Source: an optimization exercise on an open RTL-to-GDS flow (aim: small area). Production flows keep margins and buffers that such runs may drop.
The RTL was checked by simulation tests, not by an equivalence proof against the original design.
Power figures rest on the tool's default switching activity, not on a simulated workload.

==> design/flow/design.v <==
module axi_lite_pwm_motor #(
    parameter int unsigned AXI_ADDR_W          = 12,
    parameter int unsigned AXI_DATA_W          = 32,
    parameter int unsigned CNT_W               = 32,
    parameter int unsigned CHANNELS            = 4,
    parameter bit          APPLY_ON_PERIOD_END = 1'b1)
    (
    input   logic                           clk,
    input   logic                           rst_n,
    input   logic   [AXI_ADDR_W-1:0]        s_axil_awaddr,
    input   logic                           s_axil_awvalid,
    output  logic                           s_axil_awready,
    input   logic   [AXI_DATA_W-1:0]        s_axil_wdata,
    input   logic   [(AXI_DATA_W/8)-1:0]    s_axil_wstrb,
    input   logic                           s_axil_wvalid,
    output  logic                           s_axil_wready,
    output  logic   [1:0]                   s_axil_bresp,
    output  logic                           s_axil_bvalid,
    input   logic                           s_axil_bready,
    input   logic   [AXI_ADDR_W-1:0]        s_axil_araddr,
    input   logic                           s_axil_arvalid,
    output  logic                           s_axil_arready,
    output  logic   [AXI_DATA_W-1:0]        s_axil_rdata,
    output  logic   [1:0]                   s_axil_rresp,
    output  logic                           s_axil_rvalid,
    input   logic                           s_axil_rready,
    output  logic   [CNT_W-1:0]             cnt,
    output  logic                           period_end,
    output  logic   [CHANNELS-1:0]          pwm_o,
    output  logic   [CHANNELS-1:0]          in1_o,
    output  logic   [CHANNELS-1:0]          in2_o);
    typedef enum logic [3:0] {
        IDLE      = 4'd0,
        WAIT_DATA = 4'd1,
        WAIT_ADDR = 4'd2,
        WR_ISSUE  = 4'd3,
        WR_RSP    = 4'd4,
        WR_B      = 4'd5,
        RD_ISSUE  = 4'd6,
        RD_RSP    = 4'd7,
        RD_R      = 4'd8
    } state_t;
    state_t state, state_d;
    logic [4:0]  widx;
    logic [31:0] dreg;
    logic [3:0]  sreg;
    function automatic logic [4:0] enc_addr(input logic [11:0] a);
        if (a[11:7] == 5'd0 && a[1:0] == 2'd0)
            enc_addr = a[6:2];
        else
            enc_addr = 5'd7;
    endfunction
    logic [31:0] ctrl_sh, period_sh;
    logic [31:0] duty_sh [4];
    logic [3:0]  chen_sh, dir_sh, brake_sh, coast_sh;
    logic        en_a;
    logic [31:0] period_a;
    logic [31:0] duty_a [4];
    logic [3:0]  chen_a;
    logic [3:0]  mode_a, dir1_a;     
    logic        v_ctrl;
    logic [3:0]  v_duty;
    logic        pending;
    logic sel_ctrl, sel_period, sel_apply, sel_chen, sel_status, sel_cnt;
    logic sel_dir, sel_brake, sel_coast;
    logic [3:0] sel_duty;
    logic err;
    always_comb begin
        sel_ctrl   = (widx == 5'd0);
        sel_period = (widx == 5'd1);
        sel_apply  = (widx == 5'd2);
        sel_chen   = (widx == 5'd3);
        sel_status = (widx == 5'd4);
        sel_cnt    = (widx == 5'd5);
        for (int i = 0; i < 4; i++)
            sel_duty[i] = (widx == 5'(8 + i));
        sel_dir    = (widx == 5'd16);
        sel_brake  = (widx == 5'd17);
        sel_coast  = (widx == 5'd18);
        err = !(sel_ctrl | sel_period | sel_apply | sel_chen | sel_status | sel_cnt |
                (|sel_duty) | sel_dir | sel_brake | sel_coast);
    end
    logic wr, rd;
    assign wr = (state == WR_ISSUE);
    assign rd = (state == RD_ISSUE);
    function automatic logic lt32(input logic [31:0] a, input logic [31:0] b);
        logic c;
        c = 1'b0;
        for (int i = 0; i < 32; i++)
            c = (~a[i] & b[i]) | ((~a[i] | b[i]) & c);
        lt32 = c;
    endfunction
    function automatic logic lt13(input logic [12:0] a, input logic [12:0] b);
        logic c;
        c = 1'b0;
        for (int i = 0; i < 13; i++)
            c = (~a[i] & b[i]) | ((~a[i] | b[i]) & c);
        lt13 = c;
    endfunction
    logic        pzero, phigh;
    logic [31:0] peff;       
    logic [31:0] cnt_inc;
    logic        at_end, over, wrap;
    assign phigh   = (period_a[31:13] != 19'd0);
    assign pzero   = !phigh && (period_a[12:0] == 13'd0);
    assign peff    = pzero ? 32'd5000 : ((period_a == 32'd1) ? 32'd2 : period_a);
    assign cnt_inc = cnt + 32'd1;
    assign at_end  = (cnt_inc == peff);
    assign over    = !phigh && !lt13(cnt[12:0], peff[12:0]);    
    assign wrap    = at_end || over;
    assign period_end = en_a && at_end;
    logic apply_pulse, safe, commit;
    assign apply_pulse = wr && sel_apply && sreg[0] && dreg[0];
    assign safe        = en_a && !pzero;
    assign commit      = (apply_pulse || pending) && (!safe || period_end);
    always_ff @(posedge clk or negedge rst_n) begin
        if (!rst_n)
            cnt <= '0;
        else if (!en_a || wrap)
            cnt <= '0;
        else
            cnt <= cnt_inc;
    end
    always_comb begin
        state_d = state;
        case (state)
            IDLE:
                if (s_axil_awvalid && s_axil_wvalid) state_d = WR_ISSUE;
                else if (s_axil_awvalid)             state_d = WAIT_DATA;
                else if (s_axil_wvalid)              state_d = WAIT_ADDR;
                else if (s_axil_arvalid)             state_d = RD_ISSUE;
            WAIT_DATA: if (s_axil_wvalid)  state_d = WR_ISSUE;
            WAIT_ADDR: if (s_axil_awvalid) state_d = WR_ISSUE;
            WR_ISSUE:  state_d = WR_RSP;
            WR_RSP:    state_d = WR_B;
            WR_B:      if (s_axil_bready) state_d = IDLE;
            RD_ISSUE:  state_d = RD_RSP;
            RD_RSP:    state_d = RD_R;
            RD_R:      if (s_axil_rready) state_d = IDLE;
            default:   state_d = IDLE;
        endcase
    end
    always_ff @(posedge clk or negedge rst_n) begin
        if (!rst_n)
            state <= IDLE;
        else
            state <= state_d;
    end
    assign s_axil_awready = (state == IDLE) || (state == WAIT_ADDR);
    assign s_axil_wready  = (state == IDLE) || (state == WAIT_DATA);
    assign s_axil_arready = (state == IDLE);
    assign s_axil_bvalid  = (state == WR_B);
    assign s_axil_rvalid  = (state == RD_R);
    assign s_axil_bresp   = {err, 1'b0};
    assign s_axil_rresp   = {err, 1'b0};
    assign s_axil_rdata   = dreg;
    logic [31:0] rmux;
    logic        rd_ctrl;
    logic [3:0]  rd_duty;
    logic        rd_period, rd_cnt, rd_chen, rd_dir, rd_brake, rd_coast, rd_status;
    assign rd_ctrl   = rd & sel_ctrl & v_ctrl;
    assign rd_duty   = {4{rd}} & sel_duty & v_duty;
    assign rd_period = rd & sel_period;
    assign rd_cnt    = rd & sel_cnt;
    assign rd_chen   = rd & sel_chen;
    assign rd_dir    = rd & sel_dir;
    assign rd_brake  = rd & sel_brake;
    assign rd_coast  = rd & sel_coast;
    assign rd_status = rd & sel_status;
    always_comb begin
        rmux = '0;
        for (int b = 0; b < 32; b++) begin
            rmux[b] = (rd_ctrl & ctrl_sh[b]) | (rd_period & period_sh[b]) | (rd_cnt & cnt[b]) |
                      (rd_duty[0] & duty_sh[0][b]) | (rd_duty[1] & duty_sh[1][b]) |
                      (rd_duty[2] & duty_sh[2][b]) | (rd_duty[3] & duty_sh[3][b]);
        end
        for (int b = 0; b < 4; b++) begin
            rmux[b] = rmux[b] | (rd_chen & chen_sh[b]) | (rd_dir & dir_sh[b]) |
                      (rd_brake & brake_sh[b]) | (rd_coast & coast_sh[b]);
        end
        rmux[0] = rmux[0] | (rd_status & period_end);
        rmux[1] = rmux[1] | (rd_status & pending);
        rmux[2] = rmux[2] | (rd_status & en_a);
    end
    logic [31:0] wmask;
    assign wmask = {{8{s_axil_wstrb[3]}}, {8{s_axil_wstrb[2]}}, {8{s_axil_wstrb[1]}}, {8{s_axil_wstrb[0]}}};
    always_ff @(posedge clk) begin
        if (s_axil_awready)
            widx <= s_axil_awvalid ? enc_addr(s_axil_awaddr) : enc_addr(s_axil_araddr);
        if (s_axil_wready)
            sreg <= s_axil_wstrb;
        if (s_axil_wready || rd)
            dreg <= ({32{s_axil_wready}} & s_axil_wdata & wmask) | rmux;
    end
    function automatic logic [31:0] merge(input logic [31:0] o, input logic [31:0] n, input logic [3:0] s);
        for (int b = 0; b < 4; b++)
            merge[8*b +: 8] = s[b] ? n[8*b +: 8] : o[8*b +: 8];
    endfunction
    logic [31:0] dm;
    assign dm = dreg;
    always_ff @(posedge clk or negedge rst_n) begin
        if (!rst_n) begin
            v_ctrl <= 1'b0;
            v_duty <= '0;
        end else if (wr) begin
            if (sel_ctrl) v_ctrl <= 1'b1;
            for (int i = 0; i < 4; i++)
                if (sel_duty[i]) v_duty[i] <= 1'b1;
        end
    end
    always_ff @(posedge clk) begin
        for (int b = 0; b < 4; b++) begin
            if (wr && sel_ctrl && (sreg[b] || !v_ctrl))
                ctrl_sh[8*b +: 8] <= dm[8*b +: 8];
            for (int i = 0; i < 4; i++)
                if (wr && sel_duty[i] && (sreg[b] || !v_duty[i]))
                    duty_sh[i][8*b +: 8] <= dm[8*b +: 8];
        end
    end
    always_ff @(posedge clk or negedge rst_n) begin
        if (!rst_n) begin
            period_sh <= '0;
            chen_sh   <= '0;
            dir_sh    <= '0;
            brake_sh  <= '0;
            coast_sh  <= '0;
        end else if (wr) begin
            if (sel_period) period_sh <= merge(period_sh, dreg, sreg);
            if (sel_chen && sreg[0])  chen_sh  <= dreg[3:0];
            if (sel_dir && sreg[0])   dir_sh   <= dreg[3:0];
            if (sel_brake && sreg[0]) brake_sh <= dreg[3:0];
            if (sel_coast && sreg[0]) coast_sh <= dreg[3:0];
        end
    end
    always_ff @(posedge clk or negedge rst_n) begin
        if (!rst_n) begin
            en_a    <= 1'b0;
            mode_a  <= '0;
            dir1_a  <= '0;
            pending <= 1'b0;
        end else begin
            if (commit) begin
                en_a    <= v_ctrl & ctrl_sh[0];
                mode_a  <= brake_sh | coast_sh;
                dir1_a  <= brake_sh | (~coast_sh & dir_sh);
                pending <= 1'b0;
            end else if (apply_pulse && safe) begin
                pending <= 1'b1;
            end
        end
    end
    always_ff @(posedge clk) begin
        if (commit) begin
            period_a <= period_sh;
            chen_a   <= chen_sh & v_duty;    
            for (int i = 0; i < 4; i++)
                duty_a[i] <= duty_sh[i];
        end
    end
    always_comb begin
        for (int i = 0; i < 4; i++) begin
            logic raw;
            raw      = en_a && chen_a[i] && !over && lt32(cnt, duty_a[i]);
            pwm_o[i] = mode_a[i] | raw;
            in1_o[i] = dir1_a[i];
            in2_o[i] = !(mode_a[i] ^ dir1_a[i]);
        end
    end
endmodule
==> design/flow/flow/run.sh <==
#!/bin/bash
# Layout flow: the standard ORFS flow (standard.sh) with these changes to
# how the layout is made (the design, constraints and registers are unchanged):
#  - synthesis maps the logic with an area-oriented ABC script (flow/abc_area.script)
#    in place of ORFS's; everything else in synthesis is the standard script
#  - port buffers use the smallest buffer (sky130_fd_sc_hd__buf_1)
#  - CTS builds fewer, larger sink clusters and inserts no dummy loads
# The make output goes to flow_make.log here; ORFS keeps each step's log in orfs/logs.
set -euo pipefail
WORK=$PWD
rm -rf "$WORK/scripts_local"
cp -r "$FLOW_HOME/scripts" "$WORK/scripts_local"
cp "$WORK/flow/abc_area.script" "$WORK/scripts_local/abc_area.script"
bash standard.sh \
  SCRIPTS_DIR="$WORK/scripts_local" \
  ABC_AREA=1 \
  BUFFER_PORTS_ARGS="-buffer_cell sky130_fd_sc_hd__buf_1" \
  CTS_ARGS="-sink_clustering_enable -repair_clock_nets -dont_use_dummy_load -buf_list sky130_fd_sc_hd__clkbuf_16 -sink_clustering_size 30 -sink_clustering_max_diameter 100" \
  finish > "$WORK/flow_make.log" 2>&1
==> design/flow/flow/abc_area.script <==
strash
&get -n
&fraig -x
&put
scorr
dc2
strash
&get -n
&dc2
&dch -f
&nf -R 1000 -C 32 -F 8
&put
topo
dnsize -c
==> design/flow/standard.sh <==
#!/bin/bash
# synth_recipe.tcl (not shown) runs the flow's synth.tcl, then flattens the netlist and writes it again
# the make line also repeats each setting of config.mk as NAME=value (left out here)
make -C /OpenROAD-flow-scripts/flow DESIGN_CONFIG=/design/flow/config.mk WORK_HOME=/design/flow/orfs CLKGATE_MAP_FILE= SYNTH_SCRIPT=/design/flow/synth_recipe.tcl "${@:-finish}"
==> design/flow/config.mk <==
export PLATFORM = sky130hd
export DESIGN_NAME = axi_lite_pwm_motor
export DESIGN_NICKNAME = axi_lite_pwm_motor
export VERILOG_FILES = /design/flow/design.v
export SDC_FILE = /design/flow/constraint.sdc
export NUM_CORES = 4
export LEC_CHECK = 0
export ABC_AREA = 1
export CAP_MARGIN = 0
export CORE_MARGIN = 2
export CORE_UTILIZATION = 55
export PLACE_DENSITY = 0.85
export SLEW_MARGIN = 0
==> design/flow/constraint.sdc <==
create_clock -name core_clock -period 12.0 [get_ports {clk}]
set_input_delay 2.4000 -clock core_clock [delete_from_list [all_inputs] [get_ports {clk}]]
set_output_delay 2.4000 -clock core_clock [all_outputs]
set_load 0.01 [all_outputs]
==> results of run 1 <==
state kept, by name (all words and copies together), names as in the netlist, 4 cells and up:
register,flops
brake_sh,4
dir1_a,4
sreg,4
dir_sh,4
cnt,32
ctrl_sh,32
duty_sh,128
coast_sh,4
period_a,32
state,4
duty_a,128
widx,5
dreg,32
v_duty,4
mode_a,4
chen_a,4
chen_sh,4
period_sh,32
Yosys cell counts (all sizes together) (15+ instances only):
| cell type | n | area (um^2) |
|---|---|---|
| a21oi | 94 | 470.5 |
| a221o | 15 | 150.1 |
| a222oi | 63 | 630.6 |
| a22oi | 57 | 427.9 |
| clkinv | 55 | 206.5 |
| dfrtp | 99 | 2477 |
| edfxtp | 365 | 10960 |
| mux2 | 44 | 495.5 |
| nand2 | 67 | 251.5 |
| nand3 | 40 | 200.2 |
| nand4 | 16 | 100.1 |
| nor2 | 80 | 300.3 |
| nor4 | 19 | 118.9 |
| o21ai | 39 | 195.2 |
| o22ai | 51 | 319.1 |
| xnor2 | 40 | 350.3 |
per-layer routing:
metal  GRT usage [%]  share of wire (%)
met1           35.87                 37
met5               0                  0
met3           3.855                 10
met2           44.10                 48
met4           12.36                4.8
cell type report:
| type | instances | area, um^2 | share of cell area, % |
|---|---|---|---|
| sequential | 464 | 13440 | 66.11 |
| inverter | 55 | 206.4 | 1.016 |
| tap | 448 | 560.5 | 2.758 |
| multi-input combinational | 758 | 5021 | 24.70 |
| timing repair buffer | 156 | 624.3 | 3.072 |
| clock buffer | 19 | 475.5 | 2.339 |
worst paths after layout:
path / endpoint / slack [ps]
setup / recovery: period_end / 2940
setup reg to reg: duty_a[1][19] / 4470
min in group asynchronous: dir_sh[1] / 1840
max in group asynchronous: period_sh[17] / 8850
hold / removal: duty_a[2][5] / 420
hold reg to reg: duty_a[2][5] / 420
critical path: stages, from the launching register on:
cell and delay (ps):
edfxtp_1 440, nor4_1 330, nand2_1 130, nor4_1 210
and3_1 280, a21boi_0 140, ha_1 290, a21oi_1 110
o21ai_0 90, a21oi_1 130, o211ai_1 110, nor4_1 350
nand3_1 120, nor3_1 200, nand4_1 130, a2111oi_0 420
o2111ai_1 200, nor3_1 240, o2111ai_1 140, a2111oi_0 440
o2111ai_1 190, nor3_1 210, nand3_1 100, nor4_1 660
and2_0 300, buf_1 180
power by group through the flow:
stage / Combinational, uW / Clock [uW] / Sequential (uW)
6_report: 280 / 740 / 2040
5_1_grt: 300 / 789 / 2060
4_1_cts: 277 / 740 / 2040
3_5_place_dp: 277 / 0 / 2070
3_3_place_gp: 268 / 0 / 2070
2_1_floorplan: 119 / 0 / 2050
per-stage QoR:
stage	worst slack [ps]	cells
floorplan	2697	1281
global placement	3989	1881
detailed placement	3562	1881
CTS	2958	1900
global route	2285	1900
finish	2942	1900
logic make-up (layout without fill, tap and decap cells):
kind of cell / Yosys count / count (layout) / share of synthesized area, %
adder cells (fa/ha/maj): 6 / 6 / 0.3485
flip-flops: 464 / 464 / 71.97
other: 1 / 2 / 0.02009
AND/OR/NAND/NOR: 285 / 285 / 7.318
multiplexers: 44 / 44 / 2.654
XOR/XNOR: 44 / 44 / 2.064
buffers and inverters: 59 / 230 / 1.267
AO/OA/AOI/OAI: 377 / 377 / 14.35
==> summary.md, run 1 <==
| Metric | Value |
|---|---|
| Outcome | `timing/DRC/antenna clean` |
| Die Y | `between 150 and 200 um` |
| Path depth of the worst reg2reg path | `26` |
| Combinational share of power | `a little under a tenth` |
| #FFs+latches synth | `464` |
| Initial antenna violation count | `0` |
| Worst skew pair latency | `~550 ps` |
| WHS | `424.7 ps` |
| Worst Hold Path Cells | `0` |
| Post-DP Area | `0.01985 mm^2` |
| Root Buffer | `clkbuf_16` |
| Setup Buffers After CTS | `0` |
| NetSw | `slightly below 800 uW` |
| Worst Clk Skew | `43.70 ps` |
| FFs w/ async S/R, synth | `around a fifth` |
| Commonest non-fill, non-tap cell in the layout | `edfxtp_1` |
| Growth of design area from synthesis to finish | `8.866%` |
| Global Route Usage Sum | `26.84%` |
| Vias/cell | `6.776` |
| Die Width | `188.2 um` |
| Critical R2R Launch | `period_a[22]` |
| Core area | `around 0.033 mm^2` |
| CTS tree | `built` |
| Net Sw Frac | `between 20% and 30%` |
| Setup violations, final | `0` |
| Finished Cell Area | `0.02033 mm^2` |
| Initial DRC count | `2092` |
| Mapped Area | `0.01867 mm^2` |
| Static leakage | `0.006913 uW` |
| Cell variety after synth | `50` |
| Share of cells above drive strength 1 | `between 2 and 2.5%` |
| DRC Markers | `0` |
| Global route total overflow | `0` |
| Endpoints failing hold | `0` |
| Worst hold path class | `register to register` |
| Slew Limit Fails | `0` |
| Clk slew on worst S/H paths | `100 ps` |
| Row cnt | `67` |
| RSZ-0062 raised after global routing | `no` |
| Worst Setup SP | `period_a[22]` |
| Clock buffer depth | `3` |
| P_int | `2273 uW` |
| Hold path startpoint | `duty_sh[2][5]` |
| Max VDD drop | `122.7 uV` |
| H-tree levels | `1` |
| ANT nets after route | `0` |
| CTS buffer count | `19` |
| CP required | `9600 ps` |
| Worst EP arrival | `6660 ps` |
| Quantity of gates resized following cts | `0` |
| WS Path Type | `register to output pin` |
| Clock power frac | `24.2%` |
| Final HPWL DP | `between 30 and 40 mm` |
| Starting density of the core | `55.82%` |
| Via count | `about 13000` |
| Post-Syn Instances | `roughly 1300` |
| TNS Setup | `0 ps` |
| Most frequent cells in the layout | `edfxtp_1 (365), buf_1 (149), dfrtp_1 (99)` |
| Die area | `0.03544 mm^2` |
| Seq pwr share | `66.7%` |
| Post-synth EDFFs | `365` |
| Critical path startpoint category | `register` |
| Top FF cell, synth | `edfxtp_1` |
| Wire per inst | `25.31 um` |
| Slew margin rel. | `a little under a tenth` |
| First-pass GRT wire length | `72.81 mm` |
| Filler cell count | `2361` |
| Min Tclk post-route | `9058 ps` |
| Worst Max-Slew Pin Slew | `between 1000 and 1500 ps` |
| IO Pins | `153` |
| FMAX | `roughly 110 MHz` |
| Antenna cells | `0` |
| Pin count of the biggest net entering global routing | `166` |
| Register area share after synthesis | `between 70% and 80%` |
| Gp weighted congestion | `around 0.99` |
| Critical-path maximum fanout | `4` |
| Post-Route Utilization | `slightly above 60%` |
| Total power | `3064 uW` |
| Max cap viols | `0` |
| NumNets Final | `1523` |
| Fin crit share | `75.48%` |
| Ys Warns | `3` |
| First-pass DRT Iterations | `12` |
| PortBufs | `150` |
| Kind of end point of the critical path | `output pin` |
| Synthesized area per cell | `around 15 um^2` |
| Vias in the first global route | `12568` |
| PD cells | `~150 mW/mm^2` |
| Hold_buf cts | `0` |
| Routed wire length | `48.08 mm` |
| Sink Count | `between 400 and 500` |
==> inputs of run 2 (changes only) <==
--- a/design/flow/flow/run.sh
+++ b/design/flow/flow/run.sh
@@ -15,5 +15,5 @@
   SCRIPTS_DIR="$WORK/scripts_local" \
   ABC_AREA=1 \
   BUFFER_PORTS_ARGS="-buffer_cell sky130_fd_sc_hd__buf_1" \
-  CTS_ARGS="-sink_clustering_enable -repair_clock_nets -dont_use_dummy_load -buf_list sky130_fd_sc_hd__clkbuf_16 -sink_clustering_size 30 -sink_clustering_max_diameter 100" \
+  CTS_ARGS="-sink_clustering_enable -repair_clock_nets -dont_use_dummy_load -buf_list sky130_fd_sc_hd__clkbuf_16 -sink_clustering_size 30 -sink_clustering_max_diameter 100 -root_buf sky130_fd_sc_hd__clkbuf_8" \
   finish > "$WORK/flow_make.log" 2>&1
==> design/flow/flow/abc_area.script (replaced) <==
strash
&get -n
&fraig -x
&put
scorr
dc2
strash
&get -n
&dc2
&if -K 4
&mfs
&st
&dc2
&dch -f
&nf -R 1000 -C 32 -F 8
&put
topo
dnsize -c
==> run 2 against run 1 <==
Sequential share of layout area grew 0.25 points. Clock-buffer cell count unchanged. Critical path type unchanged. Register-to-register slack worse by 660 ps. Sequential power is essentially flat. Critical endpoint unchanged. Still clean. Final area fell by 0.38%. Area after synthesis shrank 0.35%. Clock skew rose by 3.7 ps. Largest power group unchanged. Total power fell by 1.4%. Fmax down 2.0%. Wire length increased by 0.68%. Global-route usage increased by 0.19 points. Largest cell class unchanged.
==> summary.md, run 2 <==
| Metric | Value |
|---|---|
| Outcome | `timing/DRC/antenna clean` |
| RSZ-0062 raised after global routing | `no` |
| Slew margin rel. | `10.44%` |
| Sink Count | `roughly 460` |
| Critical path startpoint category | `register` |
| Antenna cells | `0` |
| Post-synth top area share | `58.91%` |
| Row cnt | `67` |
| DRC Markers | `0` |
| Worst hold path class | `register to register` |
| Worst skew pair latency | `610 ps` |
| Kind of end point of the critical path | `output pin` |
| Top FF cell, synth | `edfxtp_1` |
| Dominant cell type by area after synthesis | `edfxtp_1` |
| Wire per inst | `approximately 26 um` |
| Worst Clk Skew | `47.38 ps` |
| Global route total overflow | `0` |
| H-tree levels | `1` |
| Static leakage | `0.006827 uW` |
| Core area | `0.03345 mm^2` |
| Max VDD drop | `108.6 uV` |
| Slew Limit Fails | `0` |
| Crit-path cells | `clkinv_1 > nor4_1 > nand4_1 > nor3_1 > nand2_1 > nor3_1 > nand3_1 > or3_1 > nor3_1 > nand3_1 > xnor2_1 > xnor2_1 > a2111oi_0 > o211ai_1 > a2111oi_0 > o21ai_0 > nor4_1 > o2111ai_1 > nor2_1 > buf_1` |
| NumNets Final | `roughly 1500` |
| Filler cell count | `2392` |
| Max cap viols | `0` |
| Vias/cell | `6.772` |
| Routed wire length | `48.41 mm` |
| Post-DP Area | `0.01981 mm^2` |
| PortBufs | `150` |
| Fin crit share | `between 70 and 80%` |
| Share of cells above drive strength 1 | `2.557%` |
| Finished Cell Area | `0.02025 mm^2` |
| Setup violations, final | `0` |
| Clock buffer depth | `3` |
| Ys Warns | `3` |
| Initial antenna violation count | `0` |
| CTS buffer count | `19` |
| Largest registers | `duty_a x128, duty_sh x128` |
| PD cells | `roughly 150 mW/mm^2` |
| Worst EP arrival | `between 6000 and 7000 ps` |
| First-pass GRT wire length | `72.88 mm` |
| Final HPWL DP | `33.19 mm` |
| Synthesized area per cell | `14.64 um^2` |
| #FFs+latches synth | `464` |
| Buffers & Inverters on Critical Path | `2` |
| Setup Buffers After CTS | `0` |
| Min Tclk post-route | `approximately 9000 ps` |
| Hold_buf cts | `0` |
| ANT nets after route | `0` |
| Mapped Area | `between 0.015 and 0.02 mm^2` |
| Post-synth EDFFs | `365` |
| Starting density of the core | `55.62%` |
| IO Pins | `153` |
| Area contributors post-synth | `edfxtp_1 (59%), dfrtp_1 (13%), a222oi_1 (3.6%), mux2_1 (2.4%), a21oi_1 (2.1%)` |
| CTS tree | `built` |
| Slowest-stage cell, CP | `nor4_1` |
| Endpoints failing hold | `0` |
| Most frequent cells in the layout | `edfxtp_1 (365), buf_1 (149), dfrtp_1 (99)` |
| Commonest non-fill, non-tap cell in the layout | `edfxtp_1` |
| CP top delay family | `simple AND/OR/NAND/NOR gates` |
| First-pass DRT Iterations | `9` |
| Post-synth top cells | `edfxtp_1 (365), dfrtp_1 (99), a21oi_1 (78), nand2_1 (76), nor2_1 (67)` |
| Global Route Usage Sum | `27.03%` |
| Slowest cell delay on critical path | `a little under 600 ps` |
| Worst Max-Slew Pin Slew | `1343 ps` |
| Growth of design area from synthesis to finish | `8.830%` |
| Clk slew on worst S/H paths | `roughly 110 ps` |
| Placed Cells | `1876` |
| WS Path Type | `register to output pin` |
| Root Buffer | `clkbuf_8` |
| Post-Syn Instances | `1271` |
| Critical-path maximum fanout | `10` |
| Gp weighted congestion | `slightly above 0.9` |
| TNS Setup | `0 ps` |
| Final Non-Filler Cells | `1895` |
| Via count | `12833` |
| CP required | `9600 ps` |
| FFs w/ async S/R, synth | `21.34%` |
| Seq. cell area | `0.01344 mm^2` |
| FMAX | `108.2 MHz` |
| Quantity of gates resized following cts | `0` |
| Vias in the first global route | `12537` |
| Cell variety after synth | `between 50 and 60` |
| Initial DRC count | `2265` |
| Register area share after synthesis | `72.23%` |
| Die Y | `187.9 um` |
| Area occupied by multi-input gates | `0.004943 mm^2` |
| Pin count of the biggest net entering global routing | `86` |
| Most numerous cell on the critical path | `nor3_1` |
| Die area | `0.03532 mm^2` |
| Die Width | `between 150 and 200 um` |
| Most frequent cell after synthesis | `edfxtp_1` |
-- run 2: cell count changes after synthesis, sizes merged, moves of 4 or more --
cell | previous run | this run
a21oi | 94 | 78
o21ai | 39 | 54
nor2 | 80 | 67
nand2 | 67 | 76
nand4 | 16 | 7
or3 | 0 | 7
a22oi | 57 | 51
nor2b | 7 | 1
a221oi | 12 | 17
nor3 | 12 | 17
o221ai | 2 | 7
mux2 | 44 | 40
nand2b | 12 | 16
nor3b | 5 | 1
-- run 2: path summary, 6_finish.rpt --
| kind | slack [ps] | cells past startpoint | end | from |
|---|---|---|---|---|
| worst max register to register | 3810 | 23 | duty_a[1][3] | cnt[2] |
| worst min-delay path | 420 | 0 | duty_a[0][4] | duty_sh[0][4] |
| min in group asynchronous | 1800 | 1 | cnt[4] | rst_n |
| worst max-delay path | 2760 | 20 | period_end | cnt[2] |
| max in group asynchronous | 8880 | 2 | period_sh[27] | rst_n |
| worst min register to register | 420 | 0 | duty_a[0][4] | duty_sh[0][4] |
-- run 2: where the power goes --
part	total, uW	internal [uW]	switching, uW	leakage [uW]
clock	704	262	442	0.000219
combinational	280	71.1	208	0.00181
sequential	2040	1910	126	0.00480
-- run 2: worst reg2reg max path: stages, from the launching register on --
cell and delay [ps]:
dfrtp_1 530, clkinv_1 310, nor4_1 590, nand4_1 300, nor3_1 270, nand2_1 140
nor3_1 280, nand3_1 180, or3_1 390, nor3_1 280, nand3_1 160, xnor2_1 250
xnor2_1 120, a2111oi_0 420, o211ai_1 190, a2111oi_0 460, o21ai_0 160, nor4_1 260
o2111ai_1 370, nand3b_1 240, o21ai_1 90, buf_4 230, inv_6 500, buf_4 980
-- run 2: cell families (layout without fill, tap and decap cells) --
group,Yosys count,count (layout),synth area share (%)
AO/OA/AOI/OAI,382,382,14.75
XOR/XNOR,40,40,1.883
adder cells (fa/ha/maj),4,4,0.2421
buffers and inverters,62,237,1.332
flip-flops,464,464,72.23
multiplexers,40,40,2.421
other,1,2,0.02016
AND/OR/NAND/NOR,278,278,7.128
-- run 2: final cells by class --
cell class | instances | area share (%)
flip-flops and latches | 464 | 66.37
multi-input cells | 746 | 24.41
repair buffers | 160 | 3.170
well taps | 448 | 2.768
clock buffers | 19 | 2.181
inverters | 58 | 1.100
-- run 2: through the flow --
| step | power (uW) | worst slack, ps | util, % | hold slack (ps) |
|---|---|---|---|---|
| 6_report | 3021 | 2760 | 60.54 | 419.8 |
| 5_1_grt | 3111 | 2402 | 60.54 | 436.3 |
| 4_1_cts | 3016 | 2874 | 60.54 | 426.1 |
| 3_5_place_dp | 2344 | 3559 | 59.22 | 432.5 |
| 3_3_place_gp | 2328 | 3861 | 59.22 | 427.0 |
| 2_1_floorplan | 2164 | 2577 | - | 425.2 |
-- run 2: routing by layer --
layer / part of all wire, % / vias up / track usage (%)
met5: 0 / - / 0
met4: 4.4 / 0 / 11.81
met3: 12 / 136 / 4.323
met2: 48 / 971 / 44.20
met1: 36 / 6217 / 36.24
li1: - / 5509 / -

port drivers added, routing unchanged:
How much do the figures lean on ideal ports? The routed layouts below were timed once more, with nothing changed but the port constraints.
Step 1: set_driving_cell puts a clkbuf_16 on clk and a buf_2 on each other input, an assumption about the parent block.
Step 2 times the ports against the registers' clock, not the clock port: input delays grow and output delays shrink by t, the midpoint of the rising clock arrivals with the driver on.
Three values: ideal, step 1, step 2; two values: the first two.
run | t (ns) | slack for setup (ns) | latest minus earliest clock arrival (ns) | slew at the worst register clock pin (ns) | worst slew at a driven data input, ns
run 1 | 0.580 | 2.942 / 2.892 / 3.471 | 0.046 / 0.045 | 0.12 / 0.12 | 0.04
run 2 | 0.635 | 2.760 / 2.715 / 3.350 | 0.048 / 0.048 | 0.12 / 0.12 | 0.04
After both steps setup and hold are still met in every run listed.
